Background: an optimization exercise with open tools, aiming at small area, a short achievable clock period and few clock cycles. Do not read the settings as production practice.
Only simulation tests tie the RTL to the original design; equivalence was not proved.
Power is estimated from default activity; no workload was simulated.

Design LASER, start of the top module:
module LASER (
input CLK,
input RST,
input [3:0] X,
input [3:0] Y,
output reg [3:0] C1X,
output reg [3:0] C1Y,
output reg [3:0] C2X,
output reg [3:0] C2Y,
output reg DONE);
For scale: roughly 3100 cells after synthesis, about 580 flip-flops, roughly 27 I/O pins, ~31000 um^2 of cells after synthesis.
Settings: LEC_CHECK=0, CAP_MARGIN=20, CORE_MARGIN=2, CORE_UTILIZATION=40, SLEW_MARGIN=20; clock period 12.0 ns.
standard.sh (not shown) runs the stock make flow with config.mk's settings and CLKGATE_MAP_FILE= SYNTH_SCRIPT=/design/flow/synth_recipe.tcl, a recipe that flattens the netlist after the stock synthesis.
==> flow/flow/run.sh <==
#!/bin/bash
# The standard layout, with two changes to how it is made:
#  - port buffers of a regular buffer cell (buf_4) instead of the delay cell
#    that buffer_ports picks by default;
#  - repair_timing asked for more setup margin than the 12 ns clock needs,
#    so that it also works on paths that already meet 12 ns.
set -euo pipefail
bash standard.sh finish "BUFFER_PORTS_ARGS=-buffer_cell sky130_fd_sc_hd__buf_4" SETUP_SLACK_MARGIN=8.7 CTS_CLUSTER_SIZE=28 CTS_CLUSTER_DIAMETER=70 > standard_flow.log 2>&1
Testbench counts at the start, summed over its fixed seeds: cycles 44,462.
==> next run, changes <==
--- a/flow/design.v
+++ b/flow/design.v
@@ -6,13 +6,12 @@
 output reg [3:0] C1X,
 output reg [3:0] C1Y,
 output reg [3:0] C2X,
 output reg [3:0] C2Y,
 output reg DONE);
 reg [3:0] c1x, c1y, c2x, c2y;
-reg done_i;
 localparam NR = 38;            
 localparam OP_NONE = 2'd0, OP_CAND = 2'd1, OP_REF = 2'd2, OP_INIT = 2'd3;
 function [3:0] dm;
     input [3:0] a;
     input [3:0] q;
     reg k1, k2, k3;
@@ -112,13 +111,13 @@
 integer j;
 always @(posedge CLK or posedge RST) begin
     if (RST) begin
         inph <= 1'b1; cnt <= 6'd0;
         ldr <= 1'b0; p0r <= 1'b0; p1r <= 1'b0; lastr <= 1'b0;
     end else begin
-        if (done_i) begin
+        if (!inph && !srch && !lastr) begin    
             inph <= 1'b1; cnt <= 6'd0;
         end else if (inph) begin
             cnt <= cnt + 6'd1;
             if (cnt == 6'd39) inph <= 1'b0;
         end
         ldr <= inph;
@@ -126,13 +125,12 @@
         p1r <= inph && cnt == 6'd1;
         lastr <= inph && cnt == 6'd39;
     end
 end
 always @(posedge CLK) begin
     DONE <= done_n;
-    done_i <= done_n;
     C1X <= c1x; C1Y <= c1y; C2X <= c2x; C2Y <= c2y;
     xr <= X; yr <= Y;
     if (ldr) begin
         qxr <= qxn; rxr <= rxn;
         qyr <= qyn; ryr <= ryn;
     end
@@ -251,16 +249,16 @@
         stopped <= 1'b0; circle <= 1'b0; d <= 2'd0; I <= 3'd1; ch <= 1'b0; acc <= 1'b0;
     end else begin
         if (op2 == OP_INIT) begin
             maxc <= count;
             ch <= count != 6'd0;
         end
+        sx0 <= cside(ic[7:4]); sy0 <= cside(ic[3:0]);
+        tx0 <= cside(ip[7:4]); ty0 <= cside(ip[3:0]);
+        mt0 <= {circle, d, I, ch};
         if (srch && !stopped) begin
-            sx0 <= cside(ic[7:4]); sy0 <= cside(ic[3:0]);
-            tx0 <= cside(ip[7:4]); ty0 <= cside(ip[3:0]);
-            mt0 <= {circle, d, I, ch};
             if (d == 2'd3) begin
                 circle <= ~circle; d <= 2'd0;
                 if (!ch && I == 3'd7) stopped <= 1'b1;
                 I <= ch ? 3'd1 : I + 3'd1;
                 ch <= acc; acc <= 1'b0;
             end else begin
Die area climbs by 0.58%.
Critical path depth stays the same.
Routed wire length goes down by 0.36%.
Utilization decreases by 1.3 points.
Global-route usage hardly moves.
Worst setup slack is better by 0.060 ns.
Testbench counts after the change, summed over its fixed seeds: cycles 44,462.

---

The RTL this note starts from:
==> flow/design.v <==
module LASER (
input CLK,
input RST,
input [3:0] X,
input [3:0] Y,
output reg [3:0] C1X,
output reg [3:0] C1Y,
output reg [3:0] C2X,
output reg [3:0] C2Y,
output reg DONE);
reg [3:0] c1x, c1y, c2x, c2y;
reg done_i;
localparam NR = 38;            
localparam OP_NONE = 2'd0, OP_CAND = 2'd1, OP_REF = 2'd2, OP_INIT = 2'd3;
function [3:0] dm;
    input [3:0] a;
    input [3:0] q;
    reg k1, k2, k3;
    begin
        dm[0] = a[0] ^ q[0];
        k1 = a[0] & q[0];
        dm[1] = a[1] ^ q[1] ^ k1;
        k2 = (a[1] & q[1]) | (k1 & (a[1] ^ q[1]));
        dm[2] = a[2] ^ q[2] ^ k2;
        k3 = (a[2] & q[2]) | (k2 & (a[2] ^ q[2]));
        dm[3] = a[3] ^ q[3] ^ k3;
    end
endfunction
function [5:0] cside;
    input [3:0] c;
    cside = {c + 4'd1, c[3] & c[2], ~c[3] & ~c[2]};
endfunction
function cov;
    input [5:0] sx, sy;
    input [7:0] q;
    reg [3:0] dx, dy;
    reg fx, fy, t;
    begin
        fx = (sx[1] & q[7] & q[6]) | (sx[0] & ~q[7] & ~q[6]);
        fy = (sy[1] & q[3] & q[2]) | (sy[0] & ~q[3] & ~q[2]);
        dx = dm(sx[5:2], q[7:4]);
        dy = dm(sy[5:2], q[3:0]);
        case ({dx, dy})
            8'h00, 8'h01, 8'h02, 8'h03, 8'h04, 8'h0c, 8'h0d, 8'h0e, 8'h0f,
            8'h10, 8'h11, 8'h12, 8'h13, 8'h1d, 8'h1e, 8'h1f,
            8'h20, 8'h21, 8'h22, 8'h23, 8'h2d, 8'h2e, 8'h2f,
            8'h30, 8'h31, 8'h32, 8'h3e, 8'h3f,
            8'h40,
            8'hc0,
            8'hd0, 8'hd1, 8'hd2, 8'hde, 8'hdf,
            8'he0, 8'he1, 8'he2, 8'he3, 8'hed, 8'hee, 8'hef,
            8'hf0, 8'hf1, 8'hf2, 8'hf3, 8'hfd, 8'hfe, 8'hff: t = 1'b1;
            default: t = 1'b0;
        endcase
        cov = t & ~fx & ~fy;
    end
endfunction
function [7:0] mv;
    input [3:0] x, y;
    input circ;
    input [1:0] d;
    input [2:0] s;
    begin
        case (d)
            2'd0: mv = {x + {1'b0, s}, y};
            2'd1: mv = {x - {1'b0, s}, y};
            2'd2: mv = {x, circ ? y - {1'b0, s} : y + {1'b0, s}};
            default: mv = {x, circ ? y + {1'b0, s} : y - {1'b0, s}};
        endcase
    end
endfunction
function [1:0] fa;
    input a, b, c;
    fa = {(a & b) | (a & c) | (b & c), a ^ b ^ c};
endfunction
function [3:0] pc13;
    input [12:0] b;
    reg [1:0] a1, a2, a3, a4, b1, b2, c1, c2, d1, e1;
    begin
        a1 = fa(b[0], b[1], b[2]);
        a2 = fa(b[3], b[4], b[5]);
        a3 = fa(b[6], b[7], b[8]);
        a4 = fa(b[9], b[10], b[11]);
        b1 = fa(a1[0], a2[0], a3[0]);
        b2 = fa(a4[0], b[12], b1[0]);           
        c1 = fa(a1[1], a2[1], a3[1]);
        c2 = fa(a4[1], b1[1], b2[1]);
        d1 = fa(c1[0], c2[0], 1'b0);             
        e1 = fa(c1[1], c2[1], d1[1]);            
        pc13 = {e1[1], e1[0], d1[0], b2[0]};
    end
endfunction
function [2:0] pc7;
    input [6:0] b;
    reg [1:0] s1, s2, s3, s4;
    begin
        s1 = fa(b[0], b[1], b[2]);
        s2 = fa(b[3], b[4], b[5]);
        s3 = fa(s1[0], s2[0], b[6]);
        s4 = fa(s1[1], s2[1], s3[1]);
        pc7 = {s4[1], s4[0], s3[0]};
    end
endfunction
reg inph;
reg [5:0] cnt;
reg [3:0] xr, yr;
reg ldr, p0r, p1r, lastr;
reg [3:0] qxr, qyr;           
reg [5:0] rxr, ryr;           
reg [7:0] p1q;
reg [7:0] ring [0:NR-1];
integer j;
always @(posedge CLK or posedge RST) begin
    if (RST) begin
        inph <= 1'b1; cnt <= 6'd0;
        ldr <= 1'b0; p0r <= 1'b0; p1r <= 1'b0; lastr <= 1'b0;
    end else begin
        if (done_i) begin
            inph <= 1'b1; cnt <= 6'd0;
        end else if (inph) begin
            cnt <= cnt + 6'd1;
            if (cnt == 6'd39) inph <= 1'b0;
        end
        ldr <= inph;
        p0r <= inph && cnt == 6'd0;
        p1r <= inph && cnt == 6'd1;
        lastr <= inph && cnt == 6'd39;
    end
end
always @(posedge CLK) begin
    DONE <= done_n;
    done_i <= done_n;
    C1X <= c1x; C1Y <= c1y; C2X <= c2x; C2Y <= c2y;
    xr <= X; yr <= Y;
    if (ldr) begin
        qxr <= qxn; rxr <= rxn;
        qyr <= qyn; ryr <= ryn;
    end
    if (p1r) p1q <= ~{xr, yr};
    ring[0] <= ldr ? ~{xr, yr} : ring[NR-1];
    for (j = 1; j < NR; j = j + 1) ring[j] <= ring[j-1];
end
wire [5:0] tx_ = (p0r ? 6'd0 : rxr) + {2'd0, xr};
wire [5:0] ty_ = (p0r ? 6'd0 : ryr) + {2'd0, yr};
wire ovx = tx_ >= 6'd40;
wire ovy = ty_ >= 6'd40;
wire [3:0] qxn = (p0r ? 4'd0 : qxr) + {3'd0, ovx};
wire [3:0] qyn = (p0r ? 4'd0 : qyr) + {3'd0, ovy};
wire [5:0] rxn = ovx ? tx_ - 6'd40 : tx_;
wire [5:0] ryn = ovy ? ty_ - 6'd40 : ty_;
wire [3:0] qx = qxn;
wire [3:0] qy = qyn;
reg srch, stopped;
reg circle, ch, acc;
reg [1:0] d;
reg [2:0] I;
reg [5:0] maxc;
reg [1:0] op0, op1, op2;
reg [5:0] sx0, sy0, tx0, ty0;    
reg [6:0] mt0, mt1, mt2;         
reg [NR:0] u1;                   
reg [3:0] g2 [0:2];              
reg [NR-1:0] m1, m2;             
reg m1p, m2p;                    
wire [2:0] s_main = ch ? 3'd1 : I;
wire [3:0] movx = circle ? c1x : c2x;
wire [3:0] movy = circle ? c1y : c2y;
wire [7:0] ic = mv(movx, movy, circle, d, s_main);
wire [7:0] ip = mv(movx, movy, circle, d, I);
wire [5:0] nmax = ~maxc;
wire [5:0] count = {2'd0, g2[0]} + {2'd0, g2[1]} + {2'd0, g2[2]};
wire [3:0] cs_s, cs_c;
wire [5:0] ct_s, ct_c;
genvar h;
generate
    for (h = 0; h < 4; h = h + 1) begin : CSA1
        assign {cs_c[h], cs_s[h]} = fa(g2[0][h], g2[1][h], g2[2][h]);
    end
    for (h = 0; h < 6; h = h + 1) begin : CSA2
        wire a_ = (h < 4) ? cs_s[h] : 1'b0;
        wire b_ = (h >= 1 && h <= 4) ? cs_c[h-1] : 1'b0;
        assign {ct_c[h], ct_s[h]} = fa(a_, b_, nmax[h]);
    end
endgenerate
wire [6:0] cg, cp;
assign cg[0] = 1'b0; assign cp[0] = ct_s[0];
generate
    for (h = 1; h < 6; h = h + 1) begin : GP
        assign cg[h] = ct_s[h] & ct_c[h-1];
        assign cp[h] = ct_s[h] | ct_c[h-1];
    end
endgenerate
wire c6 = cg[5] | (cp[5] & (cg[4] | (cp[4] & (cg[3] | (cp[3] & (cg[2] | (cp[2] & cg[1])))))));
wire accept = (op2 == OP_CAND) && (ct_c[5] ^ c6);
wire kc = mt2[6];
wire [1:0] kd = mt2[5:4];
wire [2:0] kI = mt2[3:1];
wire kch = mt2[0];
wire [3:0] kmx = kc ? c1x : c2x;
wire [3:0] kmy = kc ? c1y : c2y;
wire [7:0] kcand = mv(kmx, kmy, kc, kd, kch ? 3'd1 : kI);
wire cent = lastr;
wire done_n = srch && stopped && op0 == OP_NONE && op1 == OP_NONE &&
              (op2 == OP_NONE || (op2 == OP_CAND && !accept));
always @(posedge CLK or posedge RST) begin
    if (RST) begin
        srch <= 1'b0; op0 <= OP_NONE; op1 <= OP_NONE; op2 <= OP_NONE;
    end else begin
        if (done_n) srch <= 1'b0;
        else if (cent) srch <= 1'b1;
        op2 <= accept ? OP_NONE : op1;
        op1 <= (accept || op0 == OP_REF) ? OP_NONE : op0;
        if (accept) op0 <= OP_REF;
        else if (cent) op0 <= OP_INIT;
        else if (srch && !stopped) op0 <= OP_CAND;
        else op0 <= OP_NONE;
    end
end
wire [NR-1:0] fm = mt0[6] ? m2 : m1;
wire fmp = mt0[6] ? m2p : m1p;
wire init0 = (op0 == OP_INIT);
wire wr1 = (op0 == OP_REF && mt0[6]) || init0;
wire wr2 = (op0 == OP_REF && !mt0[6]) || init0;
wire [NR-1:0] chk;
wire chkp = cov(tx0, ty0, p1q);
genvar g;
generate
    for (g = 0; g < NR; g = g + 1) begin : CK
        assign chk[g] = cov(sx0, sy0, ring[g]);
    end
endgenerate
always @(posedge CLK) begin
    if (accept) begin
        sx0 <= cside(kcand[7:4]); sy0 <= cside(kcand[3:0]);
        tx0 <= cside(kcand[7:4]); ty0 <= cside(kcand[3:0]);
        mt0 <= {kc, 6'd0};
        if (kc) begin c1x <= kcand[7:4]; c1y <= kcand[3:0]; end
        else    begin c2x <= kcand[7:4]; c2y <= kcand[3:0]; end
        maxc <= count;
        stopped <= 1'b0;
        ch <= 1'b1;
        if (kd == 2'd3) begin
            circle <= ~kc; d <= 2'd0; I <= 3'd1; acc <= 1'b0;
        end else begin
            circle <= kc; d <= kd + 2'd1; I <= kch ? 3'd1 : kI; acc <= 1'b1;
        end
    end else if (cent) begin
        c1x <= qx; c1y <= qy; c2x <= qx; c2y <= qy;
        sx0 <= cside(qx); sy0 <= cside(qy); tx0 <= cside(qx); ty0 <= cside(qy);
        mt0 <= 7'd0;
        stopped <= 1'b0; circle <= 1'b0; d <= 2'd0; I <= 3'd1; ch <= 1'b0; acc <= 1'b0;
    end else begin
        if (op2 == OP_INIT) begin
            maxc <= count;
            ch <= count != 6'd0;
        end
        sx0 <= cside(ic[7:4]); sy0 <= cside(ic[3:0]);
        tx0 <= cside(ip[7:4]); ty0 <= cside(ip[3:0]);
        mt0 <= {circle, d, I, ch};
        if (srch && !stopped) begin
            if (d == 2'd3) begin
                circle <= ~circle; d <= 2'd0;
                if (!ch && I == 3'd7) stopped <= 1'b1;
                I <= ch ? 3'd1 : I + 3'd1;
                ch <= acc; acc <= 1'b0;
            end else begin
                d <= d + 2'd1;
                if (ch) I <= 3'd1;
            end
        end
    end
    for (j = 0; j < NR; j = j + 1)
        u1[j] <= chk[j] | (fm[j] & ~init0);
    u1[NR] <= chkp | (fmp & ~init0);
    mt1 <= mt0;
    for (j = 0; j < NR; j = j + 1) begin
        m1[j] <= wr1 ? chk[(j+NR-1)%NR] : m1[(j+NR-1)%NR];
        m2[j] <= wr2 ? chk[(j+NR-1)%NR] : m2[(j+NR-1)%NR];
    end
    if (wr1) m1p <= chkp;
    if (wr2) m2p <= chkp;
    g2[0] <= pc13(u1[12:0]);
    g2[1] <= pc13(u1[25:13]);
    g2[2] <= pc13(u1[38:26]);
    mt2 <= mt1;
end
endmodule
clock: 12.0 ns
lec_check: 0
cap_margin: 20
core_margin: 2
core_utilization: 40
slew_margin: 20
==> flow/flow/run.sh <==
#!/bin/bash
# The standard layout, with two changes to how it is made:
#  - port buffers of a regular buffer cell (buf_4) instead of the delay cell
#    that buffer_ports picks by default;
#  - repair_timing asked for more setup margin than the 12 ns clock needs,
#    so that it also works on paths that already meet 12 ns.
set -euo pipefail
bash standard.sh finish "BUFFER_PORTS_ARGS=-buffer_cell sky130_fd_sc_hd__buf_4" SETUP_SLACK_MARGIN=8.55 CTS_CLUSTER_SIZE=28 CTS_CLUSTER_DIAMETER=70 > standard_flow.log 2>&1
The starting point went through all stages and came out clean.
Testbench counts at the start, summed over its fixed seeds: cycles 44,462.
==> next run, changes <==
--- a/flow/design.v
+++ b/flow/design.v
@@ -10,5 +10,4 @@
 output reg DONE);
 reg [3:0] c1x, c1y, c2x, c2y;
-reg done_i;
 localparam NR = 38;            
 localparam OP_NONE = 2'd0, OP_CAND = 2'd1, OP_REF = 2'd2, OP_INIT = 2'd3;
@@ -104,5 +103,4 @@
 reg inph;
 reg [5:0] cnt;
-reg [3:0] xr, yr;
 reg ldr, p0r, p1r, lastr;
 reg [3:0] qxr, qyr;           
@@ -116,5 +114,5 @@
         ldr <= 1'b0; p0r <= 1'b0; p1r <= 1'b0; lastr <= 1'b0;
     end else begin
-        if (done_i) begin
+        if (!inph && !srch && !lastr) begin    
             inph <= 1'b1; cnt <= 6'd0;
         end else if (inph) begin
@@ -130,15 +128,15 @@
 always @(posedge CLK) begin
     DONE <= done_n;
-    done_i <= done_n;
     C1X <= c1x; C1Y <= c1y; C2X <= c2x; C2Y <= c2y;
-    xr <= X; yr <= Y;
     if (ldr) begin
         qxr <= qxn; rxr <= rxn;
         qyr <= qyn; ryr <= ryn;
     end
-    if (p1r) p1q <= ~{xr, yr};
-    ring[0] <= ldr ? ~{xr, yr} : ring[NR-1];
+    if (p1r) p1q <= ring[0];
+    ring[0] <= inph ? ~{X, Y} : ring[NR-1];
     for (j = 1; j < NR; j = j + 1) ring[j] <= ring[j-1];
 end
+wire [3:0] xr = ~ring[0][7:4];
+wire [3:0] yr = ~ring[0][3:0];
 wire [5:0] tx_ = (p0r ? 6'd0 : rxr) + {2'd0, xr};
 wire [5:0] ty_ = (p0r ? 6'd0 : ryr) + {2'd0, yr};
Result:
- The changed run ran to the end with no violations
- worst setup slack improved by 26 ps
- first-iteration DRC count grows by a little under a tenth
- final area grows slightly
- wire length grows by a few percent
- final cell count grows slightly
- clock power shrinks by a few percent
- power grows to 3.1 times its value
- clock skew grows by 18 ps
Testbench counts after the change, summed over its fixed seeds: cycles 44,462.

## afterwards: timing with drivers on the ports
No port has a modelled driver above. Below, the same layouts with a new extraction and two added sets of constraints. Step 1 assumes that a clkbuf_16 drives the clock port and a buf_2 every other input. Step 2, shift: input delay + t, output delay - t, t = (earliest + latest rising clock arrival at the registers) / 2. This alone moves slack from input paths to output paths. Slacks: ideal ports / drivers / drivers and shift; pairs: ideal ports / drivers.
run | t (ns) | slack for setup (ns) | worst hold slack (ns) | clock arrival spread, ns | slew at the worst register clock pin (ns)
the first run of note 1 | 0.651 | 8.524 / 8.462 / 8.628 | 0.332 / 0.332 / 0.332 | 0.023 / 0.023 | 0.11 / 0.11
the second run of note 1 | 0.649 | 8.584 / 8.524 / 8.658 | 0.331 / 0.331 / 0.331 | 0.043 / 0.043 | 0.11 / 0.11
the first run of note 2 | 0.654 | 8.523 / 8.458 / 8.709 | 0.332 / 0.332 / 0.332 | 0.029 / 0.028 | 0.10 / 0.10
the second run of note 2 | 0.651 | 8.549 / 8.485 / 8.659 | 0.331 / 0.331 / 0.331 | 0.049 / 0.049 | 0.10 / 0.10
After both steps setup and hold are still met in every run listed.
